This design comes from an exercise in tuning for small area, a short achievable clock period and few clock cycles per item on the open sky130 flow, not from production work. The RTL was checked by simulation tests, not by an equivalence proof against the original design. Power and IR drop assume default switching activity.

### design/flow/config.mk
export PLATFORM = sky130hd
export DESIGN_NAME = rasterizer
export DESIGN_NICKNAME = rasterizer
export VERILOG_FILES = /design/flow/design.v
export SDC_FILE = /design/flow/constraint.sdc
export NUM_CORES = 8
export LEC_CHECK = 0
export CAP_MARGIN = 20
export CORE_MARGIN = 2
export CORE_UTILIZATION = 40
export SLEW_MARGIN = 20
### design/flow/constraint.sdc
create_clock -name core_clock -period 16.0 [get_ports {clk}]
set_input_delay 3.2000 -clock core_clock [delete_from_list [all_inputs] [get_ports {clk}]]
set_output_delay 3.2000 -clock core_clock [all_outputs]
set_load 0.01 [all_outputs]
### design/flow/design.v
module edge_function (
    input  wire        [21:0] s,       
    input  wire               dbl,     
    input  wire               clr,     
    input  wire        [11:0] x,       
    input  wire               inv,     
    input  wire               cin,     
    output wire        [21:0] sum
);
    wire [21:0] a = clr ? 22'd0 : dbl ? {s[20:0], 1'b0} : s;
    wire [11:0] b = inv ? ~x : x;
    wire [12:0] lo = {1'b0, a[11:0]} + {1'b0, b} + {12'd0, cin};
    wire c  = lo[12];
    wire bs = b[11];
    wire [9:0] ahi = a[21:12];
    wire [9:0] hi = (c & ~bs) ? ahi + 10'd1 : (~c & bs) ? ahi - 10'd1 : ahi;
    assign sum = {hi, lo[11:0]};
endmodule
module rasterizer (
    input  wire        clk,
    input  wire        rst_n,
    input  wire [9:0]  v0_x,
    input  wire [9:0]  v0_y,
    input  wire [9:0]  v1_x,
    input  wire [9:0]  v1_y,
    input  wire [9:0]  v2_x,
    input  wire [9:0]  v2_y,
    input  wire [23:0] color,
    input  wire        start,
    output reg         busy,
    output reg         done,
    output reg  [18:0] fb_addr,
    output reg  [23:0] fb_data,
    output reg         fb_write
);
localparam [2:0] P_IDLE  = 3'd0,
                 P_S0    = 3'd1,
                 P_S1    = 3'd2,
                 P_HORN  = 3'd3,
                 P_BIAS  = 3'd4,
                 P_WALKL = 3'd5,
                 P_WALKU = 3'd6,
                 P_TRAV  = 3'd7;
localparam [2:0] K_SWEEP = 3'd0,    
                 K_OUT   = 3'd1,    
                 K_END   = 3'd2,    
                 K_REV   = 3'd3,    
                 K_SEEK  = 3'd4,    
                 K_DOWN  = 3'd5;    
reg [2:0] phase, kind;
reg [10:0] A0, A1, A2, B0, B1, Bn2;
reg [5:0]  cA, cB;      
function [6:0] sublo;    
    input [9:0] a, b;
    sublo = {1'b0, a[5:0]} + {1'b0, ~b[5:0]} + 7'd1;
endfunction
function [4:0] subhi;    
    input [9:0] a, b;
    input c;
    subhi = {1'b0, a[9:6]} + {1'b1, ~b[9:6]} + {4'd0, c};
endfunction
wire [6:0] lA0 = sublo(v0_y, v1_y), lA1 = sublo(v1_y, v2_y), lA2 = sublo(v2_y, v0_y);
wire [6:0] lB0 = sublo(v1_x, v0_x), lB1 = sublo(v2_x, v1_x), lB2 = sublo(v2_x, v0_x);
always @(posedge clk) begin
    fb_data <= color;
    A0[5:0] <= lA0[5:0];  cA[0] <= lA0[6];  A0[10:6] <= subhi(v0_y, v1_y, cA[0]);
    A1[5:0] <= lA1[5:0];  cA[1] <= lA1[6];  A1[10:6] <= subhi(v1_y, v2_y, cA[1]);
    A2[5:0] <= lA2[5:0];  cA[2] <= lA2[6];  A2[10:6] <= subhi(v2_y, v0_y, cA[2]);
    B0[5:0] <= lB0[5:0];  cB[0] <= lB0[6];  B0[10:6] <= subhi(v1_x, v0_x, cB[0]);
    B1[5:0] <= lB1[5:0];  cB[1] <= lB1[6];  B1[10:6] <= subhi(v2_x, v1_x, cB[1]);
    Bn2[5:0] <= lB2[5:0]; cB[2] <= lB2[6];  Bn2[10:6] <= subhi(v2_x, v0_x, cB[2]);
end
reg [21:0] S0, S1, S2;              
reg [9:0] x, y, X1, Y1;
reg [3:0] k;
reg       hb1, hb2, first;          
reg [2:0] tsel;                     
reg       o;                        
reg       d;                        
reg       nomove;                   
reg       atX1, prevX1;
reg       op_a, a_neg, a_two, op_b, b_neg, op_horn, op_bias;
wire zA0 = (A0 == 11'd0);
wire zA1 = (A1 == 11'd0);
wire zA2 = (A2 == 11'd0);
wire lt01 = A0[10] | (zA0 & ~B0[10]);      
wire lt12 = A1[10] | (zA1 & ~B1[10]);      
wire lt20 = A2[10] | (zA2 & Bn2[10]);      
wire t0 = lt01 & ~lt20;
wire t1 = lt12 & ~lt01;
wire t2 = lt20 & ~lt12;
wire mx01 = ~B0[10];
wire [9:0] maxx = mx01 ? (B1[10] ? v1_x : v2_x) : (Bn2[10] ? v0_x : v2_x);
wire my01 = A0[10];
wire [9:0] maxy = my01 ? (A1[10] ? v2_y : v1_y) : (A2[10] ? v0_y : v2_y);
wire [9:0] maxx_c = (maxx[9] & (maxx[8] | maxx[7])) ? 10'd639 : maxx;
wire [9:0] maxy_c = (maxy[9] | (maxy[8] & maxy[7] & maxy[6] & maxy[5])) ? 10'd479 : maxy;
wire [9:0] xt = ({10{t0}} & v0_x) | ({10{t1}} & v1_x) | ({10{t2}} & v2_x);
wire [9:0] yt = ({10{t0}} & v0_y) | ({10{t1}} & v1_y) | ({10{t2}} & v2_y);
wire [9:0] hb = (B0[9:0] ^ {10{B0[10]}}) | (Bn2[9:0] ^ {10{Bn2[10]}});
reg  [3:0] k0;
always @(*) begin
    k0 = 4'd0;
    if (hb[0]) k0 = 4'd1;
    if (hb[1]) k0 = 4'd2;
    if (hb[2]) k0 = 4'd3;
    if (hb[3]) k0 = 4'd4;
    if (hb[4]) k0 = 4'd5;
    if (hb[5]) k0 = 4'd6;
    if (hb[6]) k0 = 4'd7;
    if (hb[7]) k0 = 4'd8;
    if (hb[8]) k0 = 4'd9;
    if (hb[9]) k0 = 4'd10;
end
wire [3:0] kn = (phase == P_S1) ? k0 : k - 4'd1;
wire [10:0] hm = (hb1 & ~hb2) ? A2 : (~hb1 & hb2) ? A0 : (hb1 & hb2) ? A1 : 11'd0;
wire hneg = (hb1 & hb2) ^ first;
wire bias_o = S0[21] | S1[21] | S2[21];
function [11:0] opnd;
    input [10:0] a, b, m;
    input opa, two, opb, opm;
    begin
        opnd = opa ? (two ? {a, 1'b0} : {a[10], a}) :
               opb ? {b[10], b} :
               opm ? {m[10], m} : 12'd0;
    end
endfunction
wire hm0 = op_horn & tsel[2], hm1 = op_horn & tsel[0], hm2 = op_horn & tsel[1];
wire [11:0] X0 = opnd(A0, B0,  hm, op_a, a_two, op_b, hm0);
wire [11:0] X1v = opnd(A1, B1,  hm, op_a, a_two, op_b, hm1);
wire [11:0] X2 = opnd(A2, Bn2, hm, op_a, a_two, op_b, hm2);
wire n0 = (op_a & a_neg) | (op_b & b_neg) | (hm0 & hneg);
wire n1 = (op_a & a_neg) | (op_b & b_neg) | (hm1 & hneg);
wire n2 = (op_a & a_neg) | (op_b & ~b_neg) | (hm2 & hneg);
wire bi = op_bias & bias_o;
wire dbl = op_horn & ~first;
wire clr = op_horn & first;
wire [21:0] T0, T1, T2;
edge_function ef0 (.s(S0), .dbl(dbl), .clr(clr), .x(X0),  .inv(n0 | bi), .cin(n0), .sum(T0));
edge_function ef1 (.s(S1), .dbl(dbl), .clr(clr), .x(X1v), .inv(n1 | bi), .cin(n1), .sum(T1));
edge_function ef2 (.s(S2), .dbl(dbl), .clr(clr), .x(X2),  .inv(n2 | bi), .cin(n2), .sum(T2));
wire v0 = T0[21] ^ o;
wire v1 = T1[21] ^ o;
wire v2 = T2[21] ^ o;
wire insT = ~(v0 | v1 | v2);
wire wr0 = A0[10] == o, wr1 = A1[10] == o, wr2 = A2[10] == o;    
wire rT = (v0 & ~zA0 & wr0) | (v1 & ~zA1 & wr1) | (v2 & ~zA2 & wr2);
wire lT = (v0 & ~zA0 & ~wr0) | (v1 & ~zA1 & ~wr1) | (v2 & ~zA2 & ~wr2);
wire zT = (v0 & zA0) | (v1 & zA1) | (v2 & zA2);
wire atY1 = (y == Y1);
wire insS = ((S0[21] ^ o) | (S1[21] ^ o) | (S2[21] ^ o)) == 1'b0;
wire is_trav  = (phase == P_TRAV);
wire k_inside = (kind == K_SWEEP) | (kind == K_OUT);
wire blocked  = nomove | (d & atX1);
wire st_rev2  = is_trav & (kind == K_REV);
wire st_rev1  = is_trav & (kind == K_OUT) & blocked & ~nomove;
wire st_down  = is_trav & (((kind == K_SWEEP) & blocked) | (kind == K_END) |
                           (kind == K_DOWN) | ((kind == K_SEEK) & blocked) |
                           ((kind == K_OUT) & nomove));
wire [9:0] x_n = op_a ? (a_neg ? (a_two ? x - 10'd2 : x - 10'd1) : (a_two ? x + 10'd2 : x + 10'd1)) : x;
wire atX1_n = (x_n == X1);
reg [2:0] phase_n, kind_n;
reg d_n, fin;
always @(*) begin
    phase_n = phase;
    kind_n = kind;
    d_n = d;
    fin = 1'b0;
    case (phase)
        P_IDLE:  if (start) phase_n = P_S0;
        P_S0:    phase_n = P_S1;
        P_S1:    phase_n = P_HORN;
        P_HORN:  if (k == 4'd0) phase_n = P_BIAS;
        P_BIAS:  begin
            d_n = 1'b1;
            kind_n = K_SWEEP;
            if (x[9] & (x[8] | x[7])) phase_n = P_WALKL;
            else if (y[9] | (y[8] & y[7] & y[6] & y[5])) phase_n = P_WALKU;
            else phase_n = P_TRAV;
        end
        P_WALKL, P_WALKU: begin
            if ((phase == P_WALKL) ? (x == 10'd640 && !(y[9] | (y[8] & y[7] & y[6] & y[5])))
                                   : (y == 10'd480)) begin
                phase_n = P_TRAV;
                if (insT) kind_n = K_SWEEP;
                else if ((rT & lT) | zT | nomove | (phase == P_WALKU)) kind_n = K_DOWN;
                else begin kind_n = K_SEEK; d_n = rT; end
            end else if (phase == P_WALKL && x == 10'd640) phase_n = P_WALKU;
        end
        P_TRAV: begin
            if (st_down) begin
                if (atY1) fin = 1'b1;
                else if (insT) kind_n = K_OUT;
                else if ((rT & lT) | zT) kind_n = K_DOWN;
                else begin kind_n = K_SEEK; d_n = rT; end
            end else if (st_rev1 | st_rev2) begin
                d_n = ~d;
                if (insT) kind_n = K_SWEEP;
                else if (atY1) fin = 1'b1;
                else kind_n = K_END;
            end else if (kind == K_SEEK) begin
                if (insT) kind_n = K_SWEEP;
                else if (zT | (d ? lT : rT)) begin
                    if (atY1) fin = 1'b1; else kind_n = K_DOWN;
                end
            end else begin  
                if (!insT) begin
                    if (kind == K_OUT) kind_n = K_REV;
                    else if (atY1) fin = 1'b1;
                    else kind_n = K_END;
                end
            end
        end
        default: phase_n = P_IDLE;
    endcase
    if (fin) phase_n = P_IDLE;
end
wire nomove_n = (phase == P_WALKU) | (nomove & (phase != P_S1));
wire blocked_n = nomove_n | (d_n & atX1_n);
wire kin_n = (kind_n == K_SWEEP) | (kind_n == K_OUT);
wire trav_n = (phase_n == P_TRAV);
wire fwd_n  = trav_n & (((kin_n | (kind_n == K_SEEK)) & ~blocked_n));
wire rev1_n = trav_n & (kind_n == K_OUT) & blocked_n & ~nomove_n;
wire rev2_n = trav_n & (kind_n == K_REV);
wire down_n = trav_n & (((kind_n == K_SWEEP) & blocked_n) | (kind_n == K_END) |
                        (kind_n == K_DOWN) | ((kind_n == K_SEEK) & blocked_n) |
                        ((kind_n == K_OUT) & nomove_n));
always @(posedge clk or negedge rst_n) begin
    if (!rst_n) begin
        phase    <= P_IDLE;
        busy     <= 1'b0;
        done     <= 1'b0;
        fb_write <= 1'b0;
        op_a     <= 1'b0;
        op_b     <= 1'b0;
        op_horn  <= 1'b0;
        op_bias  <= 1'b0;
    end else begin
        phase    <= phase_n;
        done     <= fin;
        busy     <= (phase == P_IDLE) ? start : ~fin;
        fb_write <= is_trav & insS;
        op_a     <= fwd_n | rev1_n | rev2_n | (phase_n == P_WALKL);
        op_b     <= down_n | (phase_n == P_WALKU);
        op_horn  <= (phase_n == P_HORN);
        op_bias  <= (phase_n == P_BIAS);
    end
end
always @(posedge clk) begin
    a_neg <= (fwd_n & ~d_n) | (rev1_n & d_n) | (rev2_n & d_n) | (phase_n == P_WALKL);
    a_two <= rev2_n & ~(~d_n & atX1);
    b_neg <= (phase_n == P_WALKU);
    fb_addr <= {y, 9'd0} + {2'd0, y, 7'd0} + {9'd0, x};
    kind <= kind_n;
    d    <= d_n;
    S0 <= T0;
    S1 <= T1;
    S2 <= T2;
    x <= x_n;
    atX1 <= atX1_n;
    X1 <= maxx_c;
    Y1 <= maxy_c;
    tsel <= {t2, t1, t0};
    hb1 <= B0[kn];
    hb2 <= Bn2[kn];
    nomove <= nomove_n;
    case (phase)
        P_S1: begin
            k     <= k0;
            first <= 1'b1;
            x     <= xt;
            atX1  <= 1'b0;
            y     <= yt;
        end
        P_HORN: begin
            k <= k - 4'd1;
            first <= 1'b0;
        end
        P_BIAS: o <= bias_o;
        P_WALKU: y <= y - 10'd1;
        P_TRAV: if (op_b) y <= y + 10'd1;
        default: ;
    endcase
end
endmodule
### design/flow/run.sh
#!/bin/bash
# synth_recipe.tcl (not shown) runs the flow's synth.tcl, then flattens the netlist and writes it again
# the make line also repeats each setting of config.mk as NAME=value (left out here)
make -C /OpenROAD-flow-scripts/flow DESIGN_CONFIG=/design/flow/config.mk WORK_HOME=/design/flow/orfs CLKGATE_MAP_FILE= SYNTH_SCRIPT=/design/flow/synth_recipe.tcl finish
==> impl_metrics.toml <==
[cells_and_area]
area_delta_synth_final_pct = 16.28
fillers = 4032
multi_input_area_um2 = 10940
regArea_um2 = 5238
nNetsFinal = 2272
drive_above_1_share = 0.06128

[global_route]
first_global_vias = 14000
grt_pass1_wl_um = 77090
antenna_found_initial = 0
grt-ovfl-total = 0
track_usage = 0.2175
grt_max_degree = 71

[clocking]
post_cts_buffers = 0
htree_levels = 1
clk_path_buf_depth = 3
root_buffer = "clkbuf_16"
cts_resized = 0
cts_hold_buf = 0
clk_pin_slew_worst_paths_ns = 0.06
insertion_delay_ns = 0.59
cts_sinks = 251
cts_buffers = 30
cts_tree = "done"

[timing]
finClkSkew_ns = 0.02167
setup-tns-final_ns = 0
hold_viol_final = 0
max_freq_mhz = 156.8
setup_violations = 0
rsz0062_at_grt = "no"
slew_headroom = 0.3175
tightest_slew_ns = 1.024
timing.final.crit_period_ns = 6.379
finalCritPeriodShare = 0.3987
finalWorstSetupSlack_ns = 9.621
final_max_slew_viol_count = 0

[worst_setup_path]
rr_worst_depth = 21
cp-start-kind = "flip-flop"
worst_r2r_endpoint = "op_a"
reg2reg_slack_ns = 9.62
r2r_start = "op_a"
path_max_fanout = 70
critical_path_class = "reg -> reg"
cp-end-kind = "flip-flop"
worstPathRequired_ns = 16.42
critPathArrivalTime_ns = 6.80

[min_path]
hold_start = "x[0]"
min_path_type = "reg -> reg"
worstHoldEndpoint = "fb_addr[0]"
holdPathStages = 0

[yosys]
seq_area_frac_synth = 0.3047
synth_edf_count = 16
synthAdderAreaFrac = 0.1244
synthCells = 1935
synth_compound_area_frac = 0.2219
yosys.area_share.simple = 0.1345
ys_seq_elements = 251
ys.warnings.count = 1
synthesis.area_um2 = 17180
post_synth_main_area_contributors = "dfxtp_1, ha_1, xnor2_1, a21oi_1, xor2_1"
synth_mux_area_frac = 0.04690
async_flop_share = 0.03984
yosys.area.top_type_share = 0.2622
ys_types = 102
avgSynthCellArea_um2 = 8.879
synth_xor_area_frac = 0.1084
syn-num-nets = 2175
synth_top_family_by_area = "compound AO/OA/AOI/OAI gates"
synth_largest_area_cell = "dfxtp_1"
synth_ff_type = "dfxtp_1"

[place]
hpwl_um = 37830
gp_congestion = 0.9485
port_buffers = 132
pre_cts_slack_ns = 9.722

[route]
firstDrtPassIters = 7
antenna_left = 0
via_count = 14520
wire_per_inst_um = 18.93
drc = 0
viasPerCell = 5.591
first_iter_violations = 1385
routed_wl_um = 49150

[die]
die_h_um = 211.3
start_util = 0.4078
die_area_um2 = 44630
row_count = 75
io_pins = 133
die_width_um = 211.3
core-area_um2 = 42130

[pwr]
p_int_w = 0.002539
p_sw_frac = 0.4477
seq_power_share = 0.245
leakagePower_nw = 8.657
combPwrFrac = 0.601
powerDensity_nw_per_um2 = 230.1
clkPwrFrac = 0.154
ir_worst_vdd_mv = 0.1594
power.switching_w = 0.002058

[outcome]
status = "complete, no violations"

[job]
max_cap_violations = 0
[power groups by stage]
stage	combinational, W	sequential [W]	clock [W]
after floorplan	0.00220	0.00104	0
after global routing	0.00309	0.00116	0.000750
after global placement	0.00270	0.00113	0
after CTS	0.00277	0.00113	0.000726
final	0.00276	0.00113	0.000709
after detailed placement	0.00274	0.00114	0
[cells in the mapped netlist (14+ instances only)]
| library cell | n |
|---|---|
| a211oi_1 | 23 |
| a21o_1 | 48 |
| a21oi_1 | 172 |
| a221oi_1 | 28 |
| a222oi_1 | 21 |
| a22o_1 | 45 |
| and2_1 | 14 |
| and3_1 | 16 |
| clkbuf_1 | 59 |
| dfxtp_1 | 225 |
| edfxtp_1 | 16 |
| fa_1 | 27 |
| ha_1 | 126 |
| inv_1 | 156 |
| mux2i_1 | 60 |
| nand2_1 | 109 |
| nand2b_1 | 27 |
| nand3_1 | 23 |
| nor2_1 | 105 |
| nor2b_1 | 27 |
| nor3_1 | 29 |
| nor4_1 | 19 |
| o21ai_0 | 80 |
| o21bai_1 | 27 |
| o22ai_1 | 16 |
| or3_1 | 14 |
| xnor2_1 | 117 |
| xor2_1 | 78 |
[area by class of cell]
class	count	area share
multi-input combinational	1437	0.5476
clock inverter	13	0.007829
tap	539	0.03376
antenna	1	0.0001253
clock buffer	43	0.04459
inverter	160	0.03031
sequential	251	0.2622
timing repair buffer	152	0.07365
[metrics by stage]
step                  util  hold slack [ns]  total power (W)  cells  area (um^2)
detailed placement  0.4492           0.3964         0.003880   2539        18930
CTS                 0.4741           0.4032         0.004618   2595        19980
finish              0.4742           0.4014         0.004597   2596        19980
floorplan                -           0.3258         0.003243   1935        17180
global route        0.4741           0.4307         0.005000   2595        19980
global placement    0.4492           0.3938         0.003833   2539        18930
[cells by family (layout without fill, tap and decap cells)]
logic type                 count (synthesis)  after routing
AOI/OAI and AO/OA                        557            557
xor gates and xnor gates                 202            202
adders and majority gates                155            155
buffers and inverters                    247            368
DFF                                      251            251
muxes                                     77             77
other                                      1              2
and+or+nand+nor                          445            445
[sequential cells by signal (all words and copies together), names as in the netlist, 19 cells and up]
signal / count
S0: 22
S1: 22
S2: 22
fb_addr: 19
fb_data: 24
[placed cells by master (no fill, tap or decap), types with 9 or more instances in the layout]
cell type and instances:
nor4_1 19, nor2b_1 27, xnor2_1 117, a22o_1 45, o211ai_1 12, nand4_1 12
buf_4 20, dfrtp_1 9, mux2_2 13, nor3_1 28, nand2_1 109, a211oi_1 23
o22ai_1 16, clkdlybuf4s50_1 132, ha_1 126, nand3_1 23, o21bai_1 27, fa_1 27
nor2_1 105, nand3b_1 12, clkbuf_16 31, and2_1 14, xor2_1 78, a221oi_1 28
edfxtp_1 16, and3_1 16, inv_1 156, o21ai_0 80, or3_1 14, nand2b_1 27
a22oi_1 13, mux2i_1 60, a222oi_1 21, dfxtp_1 224, a21oi_1 172, a21o_1 48
[routing by layer]
metal	wire [um]	part of all wire	global-route usage
met2	22670	0.46	0.3603
met3	2912	0.059	0.03107
met1	22280	0.45	0.2955
met5	0	0	0
met4	1287	0.026	0.05998
[worst max-delay path by stage]
stage               from  endpoint  cells after the start
global placement    op_a      op_a                     22
CTS                 op_a      op_a                     21
detailed placement  op_a      op_a                     21
floorplan            hb2      op_a                     21
global route        op_a      op_a                     22
finish              op_a      op_a                     21
[critical path: stages, from the launching register on]
cell      delay [ns]
dfrtp_2         0.35
buf_4           0.56
clkinv_1        0.53
nor2_1          0.45
nand2_1         0.09
o21ai_0         0.11
xor2_1          0.12
fa_1            0.45
fa_1            0.44
a211oi_1        0.22
nor2_1          0.11
o211ai_1        0.27
a211oi_1        0.11
mux2_4          0.31
xnor2_2         0.19
or4_4           0.55
nand2_1         0.16
nor4b_1         0.09
o32ai_1         0.65
nand2_1         0.20
nand4_1         0.14
o211ai_1        0.11
Testbench counts, summed over its fixed seeds: cycles 550,682, triangles 2,400.

[re-timing with driven ports]
In the flow no input, the clock included, has a driving cell. The finished layout below was timed again as built, in two steps. Step 1 assumes that a clkbuf_16 drives the clock port and a buf_2 every other input. Step 2 also shifts input and output timing later by t, the mid clock arrival at the registers, as if the neighbouring blocks saw the same clock. Three values: ideal ports, drivers, drivers and shift; two values: the first two.
shift t [ns]: 0.637
slack for setup (ns): 9.621 / 9.621 / 9.621
worst setup path after step 2: register to register
slew at the worst register clock pin (ns): 0.07 / 0.07
After both steps this run still meets setup and hold. The setup slack of this run moves by 0.000 ns with the drivers and by 0.000 ns with both steps.
